This is an optimization exercise on Yosys and OpenROAD, whose aim is small area, a short achievable clock period and few clock cycles, not a production implementation. Only simulation tests tie the RTL to the original design; equivalence was not proved. Power is estimated from default activity; no workload was simulated.

==> flow/design.v, too long to show whole: its modules and the start of the top module <==
// module WeightROM: 4 lines
// module RomGroup0: 1214 lines
// module RomGroup1: 1212 lines
// module G_a22oi: 3 lines
// module G_a31oi: 3 lines
// module G_inv: 3 lines
// module G_mux2i: 3 lines
// module G_nand2: 3 lines
// module G_nand3: 3 lines
// module G_nand4: 3 lines
// module G_nor2: 3 lines
// module G_o21ai: 3 lines
// module G_o22ai: 3 lines
// module G_o31ai: 3 lines
// module FullAdd: 4 lines
// module Xor2: 3 lines
// module Xnor2: 3 lines
// module Nand2: 3 lines
// module Or2: 3 lines
// module DigitDecode: 5 lines
// module SelectN: 3 lines
// module MacTree: 127 lines
// module MVProd: 13 lines
// module mvprod_top: 53 lines
module mvprod_top (
  input  wire       clk,
  input  wire       rst,
  input  wire       in_wr,
  input  wire [7:0] in_data,
  input  wire       start,
  output logic      out_valid,
  output logic [7:0] out_data,
  output logic      out_last
);
  // ...
==> flow/run.sh <==
#!/bin/bash
# synth_recipe.tcl (not shown) runs the flow's synth.tcl, then flattens the netlist and writes it again
# the make line also repeats each setting of config.mk as NAME=value (left out here)
make -C /OpenROAD-flow-scripts/flow DESIGN_CONFIG=/design/flow/config.mk WORK_HOME=/design/flow/orfs CLKGATE_MAP_FILE= SYNTH_SCRIPT=/design/flow/synth_recipe.tcl finish
==> flow/config.mk <==
export PLATFORM = sky130hd
export DESIGN_NAME = mvprod_top
export DESIGN_NICKNAME = mvprod_top
export VERILOG_FILES = /design/flow/design.v
export SDC_FILE = /design/flow/constraint.sdc
export NUM_CORES = 4
export LEC_CHECK = 0
export CAP_MARGIN = 20
export CORE_MARGIN = 2
export CORE_UTILIZATION = 55
export CTS_CLUSTER_DIAMETER = 60
export CTS_CLUSTER_SIZE = 30
export PLACE_DENSITY = 0.65
export SETUP_SLACK_MARGIN = 2.6
export SLEW_MARGIN = 20
export SYNTH_HIERARCHICAL = 1
export SYNTH_MEMORY_MAX_BITS = 16384
==> flow/constraint.sdc <==
create_clock -name core_clock -period 6.0 [get_ports {clk}]
set_input_delay 1.2000 -clock core_clock [delete_from_list [all_inputs] [get_ports {clk}]]
set_output_delay 1.2000 -clock core_clock [all_outputs]
set_load 0.01 [all_outputs]
==> flow_metrics.tcl, run 1 <==
set metrics [dict create \
    crit_family "adder cells" \
    gp_congestion 1.10 \
    rr_endpoint "nacc[215]" \
    maxCapViolations 0 \
    worstHoldEndpoint "osh[255]" \
    reg.largest.list "nacc x256, osh x256, w x256" \
    io_pins 22 \
    final_cell_mix "776 x dfxtp_1, 480 x a222oi_1, 444 x nor2_1, 431 x nand2_1, 382 x or2_1" \
    grt_pass1_wl_mm 284 \
    die_y_um 301 \
    rsz0062_at_grt "true" \
    seq_cell_count 797 \
    design_area_um2 55300 \
    n_antenna_cell 4 \
    cts_max_level 3 \
    hold_path_class "register to register" \
    finalSetupTns_ps 0 \
    holdBufCountCts 0 \
    p_int_mw 14.0 \
    cts_tree "yes" \
    n_clock_buffer 83 \
    synth.net_count 5059 \
    worstSkewPairLatency_ps 680 \
    die_w_um 301 \
    outcome "finished clean" \
    drv_slew 0 \
    dr_wl_met3_mm 28.7 \
    drc 0 \
    syn_area_um2 48500 \
    ant_nets 0 \
    fin_util_pct 63.4 \
    synth_cells 4652 \
    crit_chain "buf_8, buf_16, a222oi_1, fa_1, fa_1, or2_1, fa_2, or2_1, xnor2_1" \
    dp_cells 5884 \
    antenna_found_initial 15 \
]
Testbench counts, summed over its fixed seeds: cycles 6,592.
==> module MacTree, before the edit <==
module MacTree (
  input  wire [7:0] nacc,
  input  wire clr,
  input  wire [7:0] w,
  input  wire [7:0] x1,
  input  wire [7:0] x2,
  input  wire [7:0] x3,
  output wire [7:0] nnxt
);
  wire na0;
  Or2 u1 (.a(nacc[0]), .b(clr), .y(na0));
  wire na1;
  Or2 u2 (.a(nacc[1]), .b(clr), .y(na1));
  wire na2;
  Or2 u3 (.a(nacc[2]), .b(clr), .y(na2));
  wire na3;
  Or2 u4 (.a(nacc[3]), .b(clr), .y(na3));
  wire na4;
  Or2 u5 (.a(nacc[4]), .b(clr), .y(na4));
  wire na5;
  Or2 u6 (.a(nacc[5]), .b(clr), .y(na5));
  wire na6;
  Or2 u7 (.a(nacc[6]), .b(clr), .y(na6));
  wire na7;
  Or2 u8 (.a(nacc[7]), .b(clr), .y(na7));
  wire s01, s02, s03;
  DigitDecode u9 (.w0(w[0]), .w1(w[1]), .s1(s01), .s2(s02), .s3(s03));
  wire np0_0;
  Nand2 u10 (.a(w[0]), .b(x1[0]), .y(np0_0));
  wire np0_1;
  SelectN u11 (.s1(s01), .s2(s02), .s3(s03), .a1(x1[1]), .a2(x2[1]), .a3(x3[1]), .y(np0_1));
  wire np0_2;
  SelectN u12 (.s1(s01), .s2(s02), .s3(s03), .a1(x1[2]), .a2(x2[2]), .a3(x3[2]), .y(np0_2));
  wire np0_3;
  SelectN u13 (.s1(s01), .s2(s02), .s3(s03), .a1(x1[3]), .a2(x2[3]), .a3(x3[3]), .y(np0_3));
  wire np0_4;
  SelectN u14 (.s1(s01), .s2(s02), .s3(s03), .a1(x1[4]), .a2(x2[4]), .a3(x3[4]), .y(np0_4));
  wire np0_5;
  SelectN u15 (.s1(s01), .s2(s02), .s3(s03), .a1(x1[5]), .a2(x2[5]), .a3(x3[5]), .y(np0_5));
  wire np0_6;
  SelectN u16 (.s1(s01), .s2(s02), .s3(s03), .a1(x1[6]), .a2(x2[6]), .a3(x3[6]), .y(np0_6));
  wire np0_7;
  SelectN u17 (.s1(s01), .s2(s02), .s3(s03), .a1(x1[7]), .a2(x2[7]), .a3(x3[7]), .y(np0_7));
  wire s11, s12, s13;
  DigitDecode u18 (.w0(w[2]), .w1(w[3]), .s1(s11), .s2(s12), .s3(s13));
  wire np1_0;
  Nand2 u19 (.a(w[2]), .b(x1[0]), .y(np1_0));
  wire np1_1;
  SelectN u20 (.s1(s11), .s2(s12), .s3(s13), .a1(x1[1]), .a2(x2[1]), .a3(x3[1]), .y(np1_1));
  wire np1_2;
  SelectN u21 (.s1(s11), .s2(s12), .s3(s13), .a1(x1[2]), .a2(x2[2]), .a3(x3[2]), .y(np1_2));
  wire np1_3;
  SelectN u22 (.s1(s11), .s2(s12), .s3(s13), .a1(x1[3]), .a2(x2[3]), .a3(x3[3]), .y(np1_3));
  wire np1_4;
  SelectN u23 (.s1(s11), .s2(s12), .s3(s13), .a1(x1[4]), .a2(x2[4]), .a3(x3[4]), .y(np1_4));
  wire np1_5;
  SelectN u24 (.s1(s11), .s2(s12), .s3(s13), .a1(x1[5]), .a2(x2[5]), .a3(x3[5]), .y(np1_5));
  wire s21, s22, s23;
  DigitDecode u25 (.w0(w[4]), .w1(w[5]), .s1(s21), .s2(s22), .s3(s23));
  wire np2_0;
  Nand2 u26 (.a(w[4]), .b(x1[0]), .y(np2_0));
  wire np2_1;
  SelectN u27 (.s1(s21), .s2(s22), .s3(s23), .a1(x1[1]), .a2(x2[1]), .a3(x3[1]), .y(np2_1));
  wire np2_2;
  SelectN u28 (.s1(s21), .s2(s22), .s3(s23), .a1(x1[2]), .a2(x2[2]), .a3(x3[2]), .y(np2_2));
  wire np2_3;
  SelectN u29 (.s1(s21), .s2(s22), .s3(s23), .a1(x1[3]), .a2(x2[3]), .a3(x3[3]), .y(np2_3));
  wire np3_0;
  Nand2 u30 (.a(w[6]), .b(x1[0]), .y(np3_0));
  wire np3_1;
  Nand2 u31 (.a(w[6]), .b(x1[1]), .y(np3_1));
  wire np3_2;
  Nand2 u32 (.a(w[7]), .b(x1[0]), .y(np3_2));
  wire t2;
  Xnor2 u33 (.a(na0), .b(np0_0), .y(nnxt[0]));
  Or2 u34 (.a(na0), .b(np0_0), .y(t2));
  wire t4;
  FullAdd u35 (.a(na1), .b(np0_1), .c(t2), .s(nnxt[1]), .co(t4));
  wire t5, t6;
  FullAdd u36 (.a(na2), .b(np0_2), .c(np1_0), .s(t5), .co(t6));
  wire t8;
  Xnor2 u37 (.a(t5), .b(t4), .y(nnxt[2]));
  Or2 u38 (.a(t5), .b(t4), .y(t8));
  wire t9, t10;
  FullAdd u39 (.a(na3), .b(np0_3), .c(np1_1), .s(t9), .co(t10));
  wire t12;
  FullAdd u40 (.a(t6), .b(t9), .c(t8), .s(nnxt[3]), .co(t12));
  wire t13, t14;
  FullAdd u41 (.a(na4), .b(np0_4), .c(np1_2), .s(t13), .co(t14));
  wire t15, t16;
  FullAdd u42 (.a(np2_0), .b(t10), .c(t13), .s(t15), .co(t16));
  wire t18;
  Xnor2 u43 (.a(t15), .b(t12), .y(nnxt[4]));
  Or2 u44 (.a(t15), .b(t12), .y(t18));
  wire t19, t20;
  FullAdd u45 (.a(na5), .b(np0_5), .c(np1_3), .s(t19), .co(t20));
  wire t21, t22;
  FullAdd u46 (.a(np2_1), .b(t14), .c(t19), .s(t21), .co(t22));
  wire t24;
  FullAdd u47 (.a(t16), .b(t21), .c(t18), .s(nnxt[5]), .co(t24));
  wire t25, t26;
  FullAdd u48 (.a(na6), .b(np3_0), .c(np0_6), .s(t25), .co(t26));
  wire t27, t28;
  FullAdd u49 (.a(np1_4), .b(np2_2), .c(t20), .s(t27), .co(t28));
  wire t29, t30;
  FullAdd u50 (.a(t25), .b(t27), .c(t22), .s(t29), .co(t30));
  wire t32;
  Xnor2 u51 (.a(t29), .b(t24), .y(nnxt[6]));
  Or2 u52 (.a(t29), .b(t24), .y(t32));
  wire t33;
  Xor2 u53 (.a(na7), .b(np3_1), .y(t33));
  wire t34;
  Xor2 u54 (.a(np3_2), .b(np0_7), .y(t34));
  wire t35;
  Xor2 u55 (.a(np1_5), .b(np2_3), .y(t35));
  wire t36;
  Xor2 u56 (.a(t33), .b(t34), .y(t36));
  wire t37;
  Xor2 u57 (.a(t35), .b(t26), .y(t37));
  wire t38;
  Xor2 u58 (.a(t36), .b(t37), .y(t38));
  wire t39;
  Xor2 u59 (.a(t38), .b(t28), .y(t39));
  wire t40;
  Xor2 u60 (.a(t39), .b(t30), .y(t40));
  Xnor2 u61 (.a(t40), .b(t32), .y(nnxt[7]));
endmodule
==> module MVProd, before the edit <==
module MVProd (
  input  wire clr,
  input  wire [7:0] x1,
  input  wire [7:0] x3,
  input  wire [31:0][7:0] w,
  input  wire [31:0][7:0] nacc,
  output wire [31:0][7:0] nnxt
);
  wire [7:0] x2 = {x1[6:0], 1'b0};
  for (genvar r = 0; r < 32; r++) begin : g_row
    MacTree row (.nacc(nacc[r]), .clr(clr), .w(w[r]), .x1(x1), .x2(x2), .x3(x3), .nnxt(nnxt[r]));
  end
endmodule
==> module mvprod_top, before the edit <==
module mvprod_top (
  input  wire       clk,
  input  wire       rst,
  input  wire       in_wr,
  input  wire [7:0] in_data,
  input  wire       start,
  output logic      out_valid,
  output logic [7:0] out_data,
  output logic      out_last
);
  logic [4:0] wcnt;             
  logic       clr;              
  logic [7:0] x1, x3;           
  logic [31:0][7:0] wcol, w;    
  logic       st;
  logic [31:0][7:0] nacc;       
  logic [31:0][7:0] nnxt;
  logic [31:0][7:0] osh;        
  logic [4:0] ocnt;
  WeightROM rom (.col(wcnt), .w(wcol));
  always_ff @(posedge clk) begin
    x1 <= (in_wr && !rst) ? in_data : 8'd0;
    x3 <= (in_wr && !rst) ? in_data + {in_data[6:0], 1'b0} : 8'd0;
    clr <= in_wr && !rst && wcnt == 5'd0;
    w <= wcol;
    if (rst) begin
      wcnt <= '0;
      st <= 1'b0;
      out_valid <= 1'b0;
      out_last <= 1'b0;
      ocnt <= '0;
    end else begin
      if (in_wr) wcnt <= wcnt + 5'd1;
      st <= start;
      if (st) begin
        out_valid <= 1'b1;
        out_last <= 1'b0;
        ocnt <= '0;
      end else begin
        if (ocnt == 5'd31) out_valid <= 1'b0;
        out_last <= out_valid && ocnt == 5'd30;
        ocnt <= ocnt + {4'd0, out_valid};
      end
    end
  end
  MVProd rows (.clr(clr), .x1(x1), .x3(x3), .w(w), .nacc(nacc), .nnxt(nnxt));
  always_ff @(posedge clk) begin
    nacc <= nnxt;
    for (int r = 0; r < 32; r++)
      osh[r] <= st ? nacc[r] : (r == 31 ? nacc[r] : osh[r+1]);
  end
  assign out_data = ~osh[0];
endmodule
==> run 2: changes to the inputs <==
--- a/flow/design.v
+++ b/flow/design.v
@@ -2497,7 +2497,9 @@
   input  wire [7:0] x1,
   input  wire [7:0] x2,
   input  wire [7:0] x3,
-  output wire [7:0] nnxt
+  output wire [7:0] nnxt,
+  input  wire [1:0] ncar,
+  output wire [1:0] nco
 );
   wire na0;
   Or2 u1 (.a(nacc[0]), .b(clr), .y(na0));
@@ -2573,64 +2575,70 @@
   wire t8;
   Xnor2 u37 (.a(t5), .b(t4), .y(nnxt[2]));
   Or2 u38 (.a(t5), .b(t4), .y(t8));
-  wire t9, t10;
-  FullAdd u39 (.a(na3), .b(np0_3), .c(np1_1), .s(t9), .co(t10));
-  wire t12;
-  FullAdd u40 (.a(t6), .b(t9), .c(t8), .s(nnxt[3]), .co(t12));
+  wire t9;
+  FullAdd u39 (.a(na3), .b(np0_3), .c(np1_1), .s(t9), .co(nco[0]));
+  FullAdd u40 (.a(t6), .b(t9), .c(t8), .s(nnxt[3]), .co(nco[1]));
+  wire nc0;
+  Or2 u41 (.a(ncar[0]), .b(clr), .y(nc0));
+  wire nc1;
+  Or2 u42 (.a(ncar[1]), .b(clr), .y(nc1));
   wire t13, t14;
-  FullAdd u41 (.a(na4), .b(np0_4), .c(np1_2), .s(t13), .co(t14));
+  FullAdd u43 (.a(na4), .b(nc0), .c(nc1), .s(t13), .co(t14));
   wire t15, t16;
-  FullAdd u42 (.a(np2_0), .b(t10), .c(t13), .s(t15), .co(t16));
+  FullAdd u44 (.a(np0_4), .b(np1_2), .c(np2_0), .s(t15), .co(t16));
   wire t18;
-  Xnor2 u43 (.a(t15), .b(t12), .y(nnxt[4]));
-  Or2 u44 (.a(t15), .b(t12), .y(t18));
+  Xnor2 u45 (.a(t13), .b(t15), .y(nnxt[4]));
+  Or2 u46 (.a(t13), .b(t15), .y(t18));
   wire t19, t20;
-  FullAdd u45 (.a(na5), .b(np0_5), .c(np1_3), .s(t19), .co(t20));
+  FullAdd u47 (.a(na5), .b(np0_5), .c(np1_3), .s(t19), .co(t20));
   wire t21, t22;
-  FullAdd u46 (.a(np2_1), .b(t14), .c(t19), .s(t21), .co(t22));
+  FullAdd u48 (.a(np2_1), .b(t14), .c(t16), .s(t21), .co(t22));
   wire t24;
-  FullAdd u47 (.a(t16), .b(t21), .c(t18), .s(nnxt[5]), .co(t24));
+  FullAdd u49 (.a(t19), .b(t18), .c(t21), .s(nnxt[5]), .co(t24));
   wire t25, t26;
-  FullAdd u48 (.a(na6), .b(np3_0), .c(np0_6), .s(t25), .co(t26));
+  FullAdd u50 (.a(na6), .b(np3_0), .c(np0_6), .s(t25), .co(t26));
   wire t27, t28;
-  FullAdd u49 (.a(np1_4), .b(np2_2), .c(t20), .s(t27), .co(t28));
+  FullAdd u51 (.a(np1_4), .b(np2_2), .c(t20), .s(t27), .co(t28));
   wire t29, t30;
-  FullAdd u50 (.a(t25), .b(t27), .c(t22), .s(t29), .co(t30));
+  FullAdd u52 (.a(t25), .b(t22), .c(t27), .s(t29), .co(t30));
   wire t32;
-  Xnor2 u51 (.a(t29), .b(t24), .y(nnxt[6]));
-  Or2 u52 (.a(t29), .b(t24), .y(t32));
+  Xnor2 u53 (.a(t24), .b(t29), .y(nnxt[6]));
+  Or2 u54 (.a(t24), .b(t29), .y(t32));
   wire t33;
-  Xor2 u53 (.a(na7), .b(np3_1), .y(t33));
+  Xor2 u55 (.a(na7), .b(np3_1), .y(t33));
   wire t34;
-  Xor2 u54 (.a(np3_2), .b(np0_7), .y(t34));
+  Xor2 u56 (.a(np3_2), .b(np0_7), .y(t34));
   wire t35;
-  Xor2 u55 (.a(np1_5), .b(np2_3), .y(t35));
+  Xor2 u57 (.a(np1_5), .b(np2_3), .y(t35));
   wire t36;
-  Xor2 u56 (.a(t33), .b(t34), .y(t36));
+  Xor2 u58 (.a(t33), .b(t34), .y(t36));
   wire t37;
-  Xor2 u57 (.a(t35), .b(t26), .y(t37));
+  Xor2 u59 (.a(t35), .b(t26), .y(t37));
   wire t38;
-  Xor2 u58 (.a(t36), .b(t37), .y(t38));
+  Xor2 u60 (.a(t36), .b(t37), .y(t38));
   wire t39;
-  Xor2 u59 (.a(t38), .b(t28), .y(t39));
+  Xor2 u61 (.a(t38), .b(t28), .y(t39));
   wire t40;
-  Xor2 u60 (.a(t39), .b(t30), .y(t40));
-  Xnor2 u61 (.a(t40), .b(t32), .y(nnxt[7]));
+  Xor2 u62 (.a(t39), .b(t30), .y(t40));
+  Xnor2 u63 (.a(t40), .b(t32), .y(nnxt[7]));
 endmodule
 `default_nettype wire
 `timescale 1ns / 1ps
 `default_nettype none
-module MVProd (
+module MVProd #(parameter NC = 2) (
   input  wire clr,
   input  wire [7:0] x1,
   input  wire [7:0] x3,
   input  wire [31:0][7:0] w,
   input  wire [31:0][7:0] nacc,
-  output wire [31:0][7:0] nnxt
+  input  wire [31:0][NC-1:0] ncar,
+  output wire [31:0][7:0] nnxt,
+  output wire [31:0][NC-1:0] nco
 );
   wire [7:0] x2 = {x1[6:0], 1'b0};
   for (genvar r = 0; r < 32; r++) begin : g_row
-    MacTree row (.nacc(nacc[r]), .clr(clr), .w(w[r]), .x1(x1), .x2(x2), .x3(x3), .nnxt(nnxt[r]));
+    MacTree row (.nacc(nacc[r]), .ncar(ncar[r]), .clr(clr), .w(w[r]), .x1(x1), .x2(x2), .x3(x3),
+                 .nnxt(nnxt[r]), .nco(nco[r]));
   end
 endmodule
 `default_nettype wire
@@ -2646,15 +2654,25 @@
   output logic [7:0] out_data,
   output logic      out_last
 );
+  localparam NC = 2;
+  localparam CUT = 4;
   logic [4:0] wcnt;             
   logic       clr;              
   logic [7:0] x1, x3;           
   logic [31:0][7:0] wcol, w;    
   logic       st;
-  logic [31:0][7:0] nacc;       
-  logic [31:0][7:0] nnxt;
-  logic [31:0][7:0] osh;        
+  logic [31:0][7:0] nacc, nnxt;
+  logic [31:0][NC-1:0] ncar, nco;
+  logic [31:1][NC+7:0] osh;     
+  logic [7:0] osh0;             
   logic [4:0] ocnt;
+  function automatic logic [7:0] row_sum(input logic [NC+7:0] v);
+    logic [7:0] s;
+    s = ~v[7:0];
+    for (integer i = 0; i < NC; i = i + 1)
+      if (!v[8+i]) s = s + (8'd1 << CUT);
+    row_sum = s;
+  endfunction
   WeightROM rom (.col(wcnt), .w(wcol));
   always_ff @(posedge clk) begin
     x1 <= (in_wr && !rst) ? in_data : 8'd0;
@@ -2681,12 +2699,14 @@
       end
     end
   end
-  MVProd rows (.clr(clr), .x1(x1), .x3(x3), .w(w), .nacc(nacc), .nnxt(nnxt));
+  MVProd #(.NC(NC)) rows (.clr(clr), .x1(x1), .x3(x3), .w(w), .nacc(nacc), .ncar(ncar), .nnxt(nnxt), .nco(nco));
   always_ff @(posedge clk) begin
     nacc <= nnxt;
-    for (int r = 0; r < 32; r++)
-      osh[r] <= st ? nacc[r] : (r == 31 ? nacc[r] : osh[r+1]);
+    ncar <= nco;
+    osh0 <= row_sum(st ? {ncar[0], nacc[0]} : osh[1]);
+    for (int r = 1; r < 32; r++)
+      osh[r] <= st ? {ncar[r], nacc[r]} : (r == 31 ? {ncar[r], nacc[r]} : osh[r+1]);
   end
-  assign out_data = ~osh[0];
+  assign out_data = osh0;
 endmodule
 `default_nettype wire
--- a/flow/config.mk
+++ b/flow/config.mk
@@ -11,7 +11,7 @@
 export CTS_CLUSTER_DIAMETER = 60
 export CTS_CLUSTER_SIZE = 30
 export PLACE_DENSITY = 0.65
-export SETUP_SLACK_MARGIN = 2.6
+export SETUP_SLACK_MARGIN = 3.0
 export SLEW_MARGIN = 20
 export SYNTH_HIERARCHICAL = 1
 export SYNTH_MEMORY_MAX_BITS = 16384
==> run 2 against run 1 <==
  * Total power rose by 4.2%
  * Largest power group is now registers
  * Clock skew rose by 4.1 ps
  * Global-route usage fell by 2.5 points
  * Via count rose by 4.6%
  * Clock power rose by 12%
  * Final area rose by 6.9%
  * Sequential cell count rose by 126
  * Critical path type unchanged
  * Critical endpoint is now w[242]
  * Count of clock-buffer cells in the layout fell by 1
  * Die area rose by 6.6%
  * First-iteration DRC count rose by 5.6%
  * Setup slack improved by 440 ps
==> flow_metrics.tcl, run 2 <==
set metrics [dict create \
    outcome "finished clean" \
    power_density_nw_per_um2 390 \
    layout_commonest_cell "dfxtp_1" \
    hold_depth 0 \
    vias_per_cell 6.88 \
    gp_congestion 1.12 \
    synth_cells 4930 \
    max_freq_ghz 0.317 \
    port_buffers 21 \
    track_usage_pct 40.2 \
    nets 5578 \
    grt_pass1_wl_mm 289 \
    cts_max_level 3 \
    synth_warnings 7 \
    initial_core_util_pct 55.5 \
    io_pins 22 \
    grt_start_max_net_pins 161 \
    drc 0 \
    cts_tree "yes" \
    design_area_um2 59100 \
    fin_crit_ps 3150 \
    clockBufferDepth 3 \
    syn_area_um2 51800 \
    crit_type "register to register" \
    end_kind "register" \
    reg.largest.list "osh x310, nacc x256, w x256" \
    num_vias 44600 \
    arrival_ps 3670 \
    path_clk_slew_ps 90 \
    cts.sinks 923 \
    ant_nets 0 \
    drt_wl_total_mm 216 \
    critPathRequiredTime_ps 6520 \
    coreArea_um2 93300 \
    first_iter_violations 10400 \
    drt_pass1_iterations 17 \
    syn_avg_cell_area_um2 10.5 \
    p_leak_nw 20.2 \
    die_w_um 311 \
    wl_per_cell_um 33.3 \
    antenna_found_initial 15 \
    finalSetupTns_ps 0 \
    area_growth_syn_to_layout_pct 14.2 \
    hold_path_startpoint "nacc[255]" \
    finClkSkew_ps 50.6 \
    hold_violations 0 \
    fillers 7559 \
    path_max_fanout 18 \
    worst_pin_slew_ps 1180 \
    power_mw 23.1 \
    stdcell_count 6492 \
    rsz0062_at_grt "true" \
    hold_path_class "register to register" \
    worstSkewPairLatency_ps 690 \
    final.period_utilization_pct 52.5 \
    rr_startpoint "wcnt[3]" \
    dpl.hpwl_mm 138 \
    setup_violations 0 \
    rows 112 \
    maxCapViolations 0 \
    largest_reg_flops 310 \
    maxSlewHeadroom_pct 21.3 \
    start_kind "register" \
    grt_pass1_vias 42300 \
    dp_cells 6258 \
    crit_start "wcnt[3]" \
    final_cell_mix "898 x dfxtp_1, 480 x a222oi_1, 443 x or2_1, 436 x nand2_1, 432 x nor2_1" \
    cts_buffers 77 \
    synth.net_count 5339 \
    die_y_um 311 \
    top_register "osh" \
    vdd.ir_drop.worst_mv 0.363 \
    cts_root_buf "clkbuf_16" \
    grt-ovfl-total 0 \
    die-area_um2 96600 \
    drv_slew 0 \
    holdBufCountCts 0 \
    placed_cell_area_um2 54500 \
    ff2ff_path_depth 6 \
    drive_gt1_share_pct 23.3 \
]
run 2: final cells by class:
class                   instances  area [µm²]  area share [%]
multi-input cells            3747       32700            55.3
flip-flops and latches        923       18500            31.4
repair buffers                199        2480            4.20
clock buffers                  82        2000            3.38
well taps                    1254        1570            2.66
clock inverters                61         933            1.58
inverters                     221         856            1.45
diodes                          5        12.5          0.0212
run 2: metrics by stage:
step	setup WS (ps)	utilization [%]	hold WS, ps
global placement	2170	58.4	329
finish	2850	63.3	350
global route	2860	63.3	355
CTS	2930	62.0	349
detailed placement	2570	58.4	331
floorplan	2510	-	324
run 2: path summary, 6_finish.rpt:
| check | end | slack, ps |
|---|---|---|
| worst min-delay path | osh[307] | 350 |
| worst max-delay path | w[242] | 2850 |
| worst min register to register | osh[307] | 350 |
| worst max register to register | w[242] | 2850 |
run 2: critical path: stages (launching register included):
cell and delay, ps:
dfxtp_2 380, clkinvlp_4 460, nor2_2 590, inv_1 170
nor2_1 400, nor2_1 320, a31oi_1 640
run 2: power by group:
group          total, mW  switching [mW]  internal (mW)
clock network       5.78            2.95           2.83
registers           9.35            1.13           8.22
logic               7.95            4.27           3.67
total               23.1            8.35           14.7
run 2: what timing repair did:
item	4_1_cts	5_1_grt
resized for setup	27	85
setup endpoints to repair	93	78
cloned	0	17
buffers inserted	23	46
pin swaps	0	36
run 2: routing by layer:
layer	global-route usage (%)	vias up	wire [µm]
li1	-	18300	-
met5	0	-	117
met1	57.3	21800	85000
met2	56.2	3738	86000
met3	11.7	855	31500
met4	18.6	18	13800
Testbench counts of run 2, summed over its fixed seeds: cycles 6,592.
==> run 3: changes to the inputs <==
--- a/flow/config.mk
+++ b/flow/config.mk
@@ -11,7 +11,7 @@
 export CTS_CLUSTER_DIAMETER = 60
 export CTS_CLUSTER_SIZE = 30
 export PLACE_DENSITY = 0.65
-export SETUP_SLACK_MARGIN = 3.0
+export SETUP_SLACK_MARGIN = 3.2
 export SLEW_MARGIN = 20
 export SYNTH_HIERARCHICAL = 1
 export SYNTH_MEMORY_MAX_BITS = 16384
==> run 3 against run 2 <==
  * Via count is 5.5% higher
  * Critical endpoint is now nacc[223]
  * Clock skew shrank 2.9 ps
  * Non-clock buffer count up 132
  * Synthesized cell count unchanged
  * Wire length increased by 14%
  * Die area unchanged
  * Hold slack got worse by 0.75 ps
  * Largest cell class unchanged
==> flow_metrics.tcl, run 3 <==
set metrics [dict create \
    power_mw 23.9 \
    drt_pass1_iterations 17 \
    cts_max_level 3 \
    drive_gt1_share_pct 26.7 \
    crit_type "register to register" \
    final_cell_mix "900 x dfxtp_1, 480 x a222oi_1, 436 x nand2_1, 418 x or2_1, 417 x nor2_1" \
    io_pins 22 \
    final.period_utilization_pct 54.4 \
    crit_path_top_delay_cell "a222oi_1" \
    crit_family "adder cells" \
    cp.depth 9 \
    maxCapViolations 0 \
    wl_per_cell_um 37.0 \
    fillers 7066 \
    outcome "finished clean" \
    rsz0062_at_grt "true" \
    area_growth_syn_to_layout_pct 18.9 \
    r2r_slack_ps 2730 \
    hold_path_class "register to register" \
    holdBufCountCts 0 \
    arrival_ps 3870 \
    gp_congestion 1.09 \
    hold_depth 0 \
    layout_commonest_cell "dfxtp_1" \
    worstHoldEndpoint "osh[301]" \
    die_y_um 311 \
    cts_buffers 80 \
    hold_path_startpoint "nacc[249]" \
    finClkSkew_ps 47.7 \
    setup_violations 0 \
    cts_root_buf "clkbuf_16" \
    start_kind "register" \
    drv_slew 0 \
    coreArea_um2 93300 \
    synth.net_count 5339 \
    p_leak_nw 21.4 \
    max_stage_delay_ps 660 \
    grt-ovfl-total 0 \
    grt_pass1_vias 45400 \
    top_register "osh" \
    antenna_found_initial 25 \
    power_density_nw_per_um2 389 \
    max_freq_ghz 0.306 \
    critPathBufInv 3 \
    cp_common_cell "fa_1" \
    grt_start_max_net_pins 141 \
    end_kind "register" \
    cts.sinks 923 \
    path_max_fanout 8 \
    syn_avg_cell_area_um2 10.5 \
    syn_area_um2 51800 \
    num_vias 47100 \
    ff2ff_path_depth 9 \
    reg.largest.list "osh x310, nacc x256, w x256" \
    worst_pin_slew_ps 1040 \
    fin_crit_ps 3270 \
    track_usage_pct 47.6 \
    worstSkewPairLatency_ps 720 \
    drc 0 \
    multi_input_area_um2 33000 \
    maxSlewHeadroom_pct 30.4 \
    synth_warnings 7 \
    die-area_um2 96600 \
    path_clk_slew_ps 100 \
    port_buffers 21 \
    fin_util_pct 65.9 \
    cts_tree "yes" \
    rr_endpoint "nacc[223]" \
    vdd.ir_drop.worst_mv 0.291 \
    finalSetupTns_ps 0 \
    dp_cells 6256 \
    grt_pass1_wl_mm 331 \
    drt_wl_total_mm 246 \
    die_w_um 311 \
    crit_chain "buf_6, buf_12, buf_16, a222oi_1, fa_2, fa_1, fa_1, or2_1, xnor2_1" \
    dpl.hpwl_mm 138 \
    rows 112 \
    ant_nets 0 \
    clockBufferDepth 3 \
    initial_core_util_pct 55.5 \
    largest_reg_flops 310 \
    critPathRequiredTime_ps 6600 \
    rr_startpoint "x1[4]" \
    vias_per_cell 7.10 \
    nets 5713 \
    synth_cells 4930 \
    hold_violations 0 \
    stdcell_count 6634 \
    first_iter_violations 11500 \
    seq_area_um2 18500 \
]
run 3: layout make-up:
type / instances / area share [%]
tap: 1254 / 2.55
multi-input combinational: 3747 / 53.6
clock inverter: 59 / 1.32
clock buffer: 88 / 3.39
sequential: 923 / 30.1
antenna: 11 / 0.0447
inverter: 221 / 1.39
timing repair buffer: 331 / 7.58
run 3: what timing repair did:
item / 4_1_cts / 5_1_grt
setup endpoints to repair: 274 / 177
hold endpoints to repair: 0 / 0
cloned: 39 / 16
pin swaps: 193 / 140
resized for setup: 189 / 103
setup buffers: 120 / 45
run 3: per-layer routing:
metal	part of all wire [%]	up-vias	global-route usage (%)	routed length, µm
met5	0.080	-	0	196
met4	8.2	16	27.8	20100
met3	16	1283	19.1	38300
met2	39	4462	66.3	96800
met1	37	22700	62.1	90300
li1	-	18600	-	-
run 3: through the flow:
stage          hold WS, ps  instance area (µm²)  setup slack [ps]
2_1_floorplan          324                52200              2510
3_3_place_gp           328                54500              2460
3_5_place_dp           329                54500              2350
4_1_cts                347                60400              2980
5_1_grt                349                61500              2820
6_report               349                61500              2730
run 3: how the worst max path moves through the flow:
stage	to	slack [ps]	start
after floorplan	w[12]	2510	wcnt[4]
after global placement	x3[6]	2460	in_wr
after detailed placement	x3[7]	2350	in_wr
after CTS	nacc[183]	2980	x1[4]
after global routing	nacc[223]	2820	x1[4]
final	nacc[223]	2730	x1[4]
run 3: where the power goes:
part	total, mW	switching [mW]	leakage (nW)	internal (mW)
Sequential	9.36	1.14	7.70	8.22
Clock	5.72	2.90	1.40	2.82
Combinational	8.84	4.71	12.3	4.12
==> run 4: changes to the inputs <==
--- a/flow/config.mk
+++ b/flow/config.mk
@@ -8,10 +8,11 @@
 export CAP_MARGIN = 20
 export CORE_MARGIN = 2
 export CORE_UTILIZATION = 55
-export CTS_CLUSTER_DIAMETER = 60
-export CTS_CLUSTER_SIZE = 30
+export CTS_BUF_LIST = sky130_fd_sc_hd__clkbuf_8
+export CTS_CLUSTER_DIAMETER = 50
+export CTS_CLUSTER_SIZE = 20
 export PLACE_DENSITY = 0.65
-export SETUP_SLACK_MARGIN = 3.2
+export SETUP_SLACK_MARGIN = 3.0
 export SLEW_MARGIN = 20
 export SYNTH_HIERARCHICAL = 1
 export SYNTH_MEMORY_MAX_BITS = 16384
==> run 4 against run 3 <==
  * Final area decreased by 4.9%
  * Combinational power fell by about 10%
  * Cell count shrank 1.6%
  * Fmax is 3.2% higher
  * Largest cell class unchanged
  * Sequential power about the same
  * Critical path depth shrank 3
  * Largest power group unchanged
  * Highest routed layer unchanged
==> flow_metrics.tcl, run 4 <==
set metrics [dict create \
    holdBufCountCts 0 \
    final_cell_mix "895 x dfxtp_1, 480 x a222oi_1, 436 x nand2_1, 434 x nor2_1, 433 x or2_1" \
    drive_gt1_share_pct 24.0 \
    final.period_utilization_pct 52.7 \
    rows 112 \
    dpl.hpwl_mm 138 \
    grt_pass1_wl_mm 290 \
    cts_root_buf "clkbuf_8" \
    fin_crit_ps 3160 \
    antenna_found_initial 18 \
    reg.largest.list "osh x310, nacc x256, w x256" \
    path_clk_slew_ps 100 \
    setup_violations 0 \
    power_density_nw_per_um2 382 \
    placed_cell_area_um2 54500 \
    grt_start_max_net_pins 149 \
    finalSetupTns_ps 0 \
    largest_reg_flops 310 \
    worst_pin_slew_ps 1210 \
    maxSlewHeadroom_pct 19.3 \
    hold_path_class "register to register" \
    syn_avg_cell_area_um2 10.5 \
    nets 5588 \
    drt_wl_total_mm 213 \
    ant_nets 0 \
    initial_core_util_pct 55.5 \
    cts_buffers 103 \
    end_kind "register" \
    synth_cells 4930 \
    drc 0 \
    rsz0062_at_grt "true" \
    outcome "finished clean" \
    die-area_um2 96600 \
    die_y_um 311 \
    die_w_um 311 \
    arrival_ps 3790 \
    io_pins 22 \
    hold_violations 0 \
    max_freq_ghz 0.316 \
    finClkSkew_ps 46.1 \
    vias_per_cell 6.83 \
    drv_slew 0 \
    maxCapViolations 0 \
    port_buffers 21 \
    vdd.ir_drop.worst_mv 0.321 \
    path_max_fanout 18 \
    worstSkewPairLatency_ps 820 \
    cts.sinks 923 \
    num_vias 44600 \
    cts_tree "yes" \
    drt_pass1_iterations 14 \
    synth.net_count 5339 \
    layout_commonest_cell "dfxtp_1" \
    top_register "osh" \
    cts_max_level 3 \
    wl_per_cell_um 32.6 \
    track_usage_pct 40.5 \
    start_kind "register" \
    crit_type "register to register" \
    clockBufferDepth 3 \
    syn_area_um2 51800 \
    gp_congestion 1.12 \
    p_leak_nw 20.0 \
    first_iter_violations 10200 \
    grt_pass1_vias 42300 \
    coreArea_um2 93300 \
    grt-ovfl-total 0 \
    design_area_um2 58500 \
    critPathRequiredTime_ps 6620 \
    synth_warnings 7 \
    area_growth_syn_to_layout_pct 13.1 \
]
## run 4: cell types whose count changed in the layout (fill, tap and decap cells not counted), moves of 15 or more
cell       before  now
buf_12         38   16
buf_16         47   14
buf_4         161  108
buf_6          28    6
clkbuf_16      97   13
clkbuf_8        3  110
fa_1          189  224
fa_2          196  161
nor2_1        417  434
or2_1         418  433
or2_4          30   15
## run 4: per-layer routing
layer,up-vias,track usage (%),wire [µm]
met5,-,0,56
met4,12,18.1,11800
met3,757,11.4,30800
met2,3701,56.7,85900
met1,21800,57.9,84300
li1,18300,-,-
## run 4: report_power, final
| part | total [mW] | internal, mW | leakage [nW] | switching [mW] |
|---|---|---|---|---|
| Clock | 5.11 | 2.14 | 1.28 | 2.98 |
| Combinational | 7.92 | 3.67 | 11.0 | 4.25 |
| Sequential | 9.35 | 8.22 | 7.70 | 1.13 |
## run 4: repair_timing
item	in CTS	in global routing
pin swaps	3	59
endpoints found under the setup margin	101	70
resized for setup	43	85
gates cloned	2	13
setup buffers	24	31
## run 4: cell type report
type                    count  area [µm²]
fillers                  7639       34800
multi-input cells        3747       32700
flip-flops and latches    923       18600
repair buffers            183        2220
well taps                1254        1570
clock buffers             110        1510
clock inverters            85        1080
inverters                 221         852
diodes                      5        12.5
## run 4: worst paths after layout
| check | from | end | slack [ps] | cells past startpoint |
|---|---|---|---|---|
| setup / recovery | wcnt[3] | w[242] | 2840 | 6 |
| hold reg to reg | nacc[255] | osh[307] | 350 | 0 |
| hold / removal | nacc[255] | osh[307] | 350 | 0 |
| setup reg to reg | wcnt[3] | w[242] | 2840 | 6 |
## run 4: metrics by stage
stage	utilization (%)	total power [mW]	cells	hold slack, ps	worst slack, ps
finish	62.7	22.4	6528	350	2840
global route	62.7	23.5	6525	356	2930
CTS	61.7	22.0	6479	346	2930
detailed placement	58.4	16.8	6258	331	2570
global placement	58.4	16.5	6258	329	2170
floorplan	-	14.5	4930	324	2510
## run 4: critical path, cell delays in order (launching register included)
cell        delay, ps
dfxtp_2           390
clkinvlp_4        460
nor2_2            590
inv_1             170
nor2_1            410
nor2_1            320
a31oi_1           630
==> run 5: changes to the inputs <==
--- a/flow/config.mk
+++ b/flow/config.mk
@@ -12,7 +12,7 @@
 export CTS_CLUSTER_DIAMETER = 50
 export CTS_CLUSTER_SIZE = 20
 export PLACE_DENSITY = 0.65
-export SETUP_SLACK_MARGIN = 3.0
+export SETUP_SLACK_MARGIN = 2.9
 export SLEW_MARGIN = 20
 export SYNTH_HIERARCHICAL = 1
 export SYNTH_MEMORY_MAX_BITS = 16384
==> run 5 against run 4 <==
  * Still clean on timing, DRC and antenna
  * Sequential cell count stayed put
  * Area after synthesis unchanged
  * Register-to-register slack barely moved
  * Clock power fell by 6.3%
  * Via count down 1.9%
  * Highest routed layer unchanged
==> flow_metrics.tcl, run 5 <==
set metrics [dict create \
    setup_violations 0 \
    die-area_um2 96600 \
    antenna_found_initial 22 \
    cts.sinks 923 \
    vias_per_cell 6.73 \
    wl_per_cell_um 31.5 \
    cts_root_buf "clkbuf_8" \
    rsz0062_at_grt "true" \
    grt_pass1_vias 42500 \
    start_kind "register" \
    multi_input_area_um2 32500 \
    drt_wl_total_mm 205 \
    num_vias 43700 \
    maxCapViolations 0 \
    holdBufCountCts 0 \
    syn_area_um2 51800 \
    cts_max_level 3 \
    initial_core_util_pct 55.5 \
    synth_warnings 7 \
    worstSkewPairLatency_ps 790 \
    fillers 7744 \
    critPathRequiredTime_ps 6600 \
    power_density_nw_per_um2 378 \
    hold_violations 0 \
    cts_buffers 96 \
    dpl.hpwl_mm 137 \
    syn_avg_cell_area_um2 10.5 \
    rr_endpoint "w[139]" \
    die_w_um 311 \
    drt_pass1_iterations 15 \
    crit_start "wcnt[3]" \
    end_kind "register" \
    p_leak_nw 19.6 \
    crit_end "w[139]" \
    grt_start_max_net_pins 240 \
    coreArea_um2 93300 \
    final.period_utilization_pct 52.8 \
    ff2ff_path_depth 9 \
    drc 0 \
    track_usage_pct 40.3 \
    finalSetupTns_ps 0 \
    crit_type "register to register" \
    fin_crit_ps 3170 \
    rr_startpoint "wcnt[3]" \
    gp_congestion 1.13 \
    top_register "osh" \
    r2r_slack_ps 2830 \
    synth_cells 4930 \
    nets 5560 \
    worst_pin_slew_ps 1100 \
    max_freq_ghz 0.316 \
    synth.net_count 5339 \
    placed_cell_area_um2 54500 \
    seq_area_um2 18500 \
    design_area_um2 57700 \
    ant_nets 0 \
    io_pins 22 \
    arrival_ps 3770 \
    outcome "finished clean" \
    grt_pass1_wl_mm 289 \
    vdd.ir_drop.worst_mv 0.360 \
    reg.largest.list "osh x310, nacc x256, w x256" \
    die_y_um 311 \
    path_clk_slew_ps 120 \
    port_buffers 21 \
    finClkSkew_ps 40.9 \
    cts_tree "yes" \
    area_growth_syn_to_layout_pct 11.5 \
    path_max_fanout 40 \
    hold_path_class "register to register" \
    drv_slew 0 \
    largest_reg_flops 310 \
    rows 112 \
    first_iter_violations 9593 \
    clockBufferDepth 3 \
    grt-ovfl-total 0 \
    drive_gt1_share_pct 21.7 \
    layout_commonest_cell "dfxtp_1" \
    final_cell_mix "903 x dfxtp_1, 480 x a222oi_1, 448 x nor2_1, 444 x or2_1, 436 x nand2_1" \
    maxSlewHeadroom_pct 26.2 \
]
## run 5: area by class of cell
cell class / count / share of cell area [%]
clock inverters: 75 / 1.61
inverters: 221 / 1.46
flip-flops and latches: 923 / 32.1
repair buffers: 162 / 3.31
well taps: 1254 / 2.72
clock buffers: 104 / 2.48
diodes: 8 / 0.0347
multi-input cells: 3747 / 56.3
## run 5: how the worst min path moves through the flow
stage / start / endpoint / slack, ps / cells past startpoint
floorplan: nacc[248] / osh[300] / 320 / 0
global placement: nacc[250] / osh[302] / 330 / 0
detailed placement: nacc[252] / osh[304] / 330 / 0
CTS: nacc[251] / osh[303] / 330 / 0
global route: nacc[251] / osh[303] / 330 / 0
finish: nacc[251] / osh[303] / 340 / 0
## run 5: per-stage QoR
step	util, %	total power [mW]	worst slack, ps	hold WS, ps	std cells
3_3_place_gp	58.3	16.4	2480	333	6264
5_1_grt	61.9	22.9	2850	335	6491
3_5_place_dp	58.3	16.7	2380	332	6264
2_1_floorplan	-	14.5	2510	324	4930
4_1_cts	61.4	21.6	2880	332	6465
6_report	61.9	21.8	2830	339	6494
## run 5: per-layer routing
metal | vias up | part of all wire [%] | track usage, %
li1 | 18300 | - | -
met1 | 21400 | 42 | 59.2
met2 | 3361 | 40 | 55.1
met3 | 643 | 14 | 11.7
met4 | 12 | 4.8 | 16.6
met5 | - | 0.034 | 0
## run 5: repair_timing
| action | in CTS | in global routing |
|---|---|---|
| pin swaps | 0 | 5 |
| gates resized for setup | 11 | 38 |
| setup buffers | 22 | 11 |
| gates cloned | 0 | 9 |
| setup endpoints to repair | 99 | 78 |
## run 5: power by group
group          switching [mW]  total [mW]  internal [mW]
clock network            2.74        4.79           2.06
logic                    4.16        7.74           3.58
registers                1.06        9.27           8.21
total                    7.95        21.8           13.9
## run 5: worst max-delay path, stage by stage (launching register included)
cell and delay (ps):
dfxtp_2 630, buf_6 420, nor2_1 80, buf_4 220, inv_1 380, nand2_1 290
nand2_1 230, inv_1 120, nor2_1 460, a22oi_2 150

## what the ideal ports hide
No port has a modelled driver above. Below, the same layouts with a new extraction and two added sets of constraints.
Step 1 assumes that a clkbuf_16 drives the clock port and a buf_2 every other input.
Step 2 also shifts input and output timing later by t, the mid clock arrival at the registers, as if the neighbouring blocks saw the same clock.
a / b / c = ideal ports / drivers / drivers and shift; a / b = the first two.
| run | t (ns) | setup WS [ns] | hold WS [ns] | worst setup path after step 2 | worst slew at a driven data input, ns |
|---|---|---|---|---|---|
| run 1 | 0.723 | 2.406 / 2.406 / 2.406 | 0.350 / 0.350 / 0.350 | register to register | 0.04 |
| run 2 | 0.746 | 2.849 / 2.849 / 2.489 | 0.350 / 0.350 / 0.350 | input to register | 0.04 |
| run 3 | 0.773 | 2.734 / 2.734 / 2.567 | 0.349 / 0.349 / 0.349 | input to register | 0.05 |
| run 4 | 0.859 | 2.835 / 2.835 / 2.511 | 0.350 / 0.350 / 0.350 | input to register | 0.04 |
| run 5 | 0.841 | 2.831 / 2.831 / 2.289 | 0.339 / 0.339 / 0.339 | input to register | 0.04 |
After both steps setup and hold are still met in every run listed. The setup slack of run 5, which loses most, moves by 0.000 ns with the drivers and by -0.542 ns with both steps.
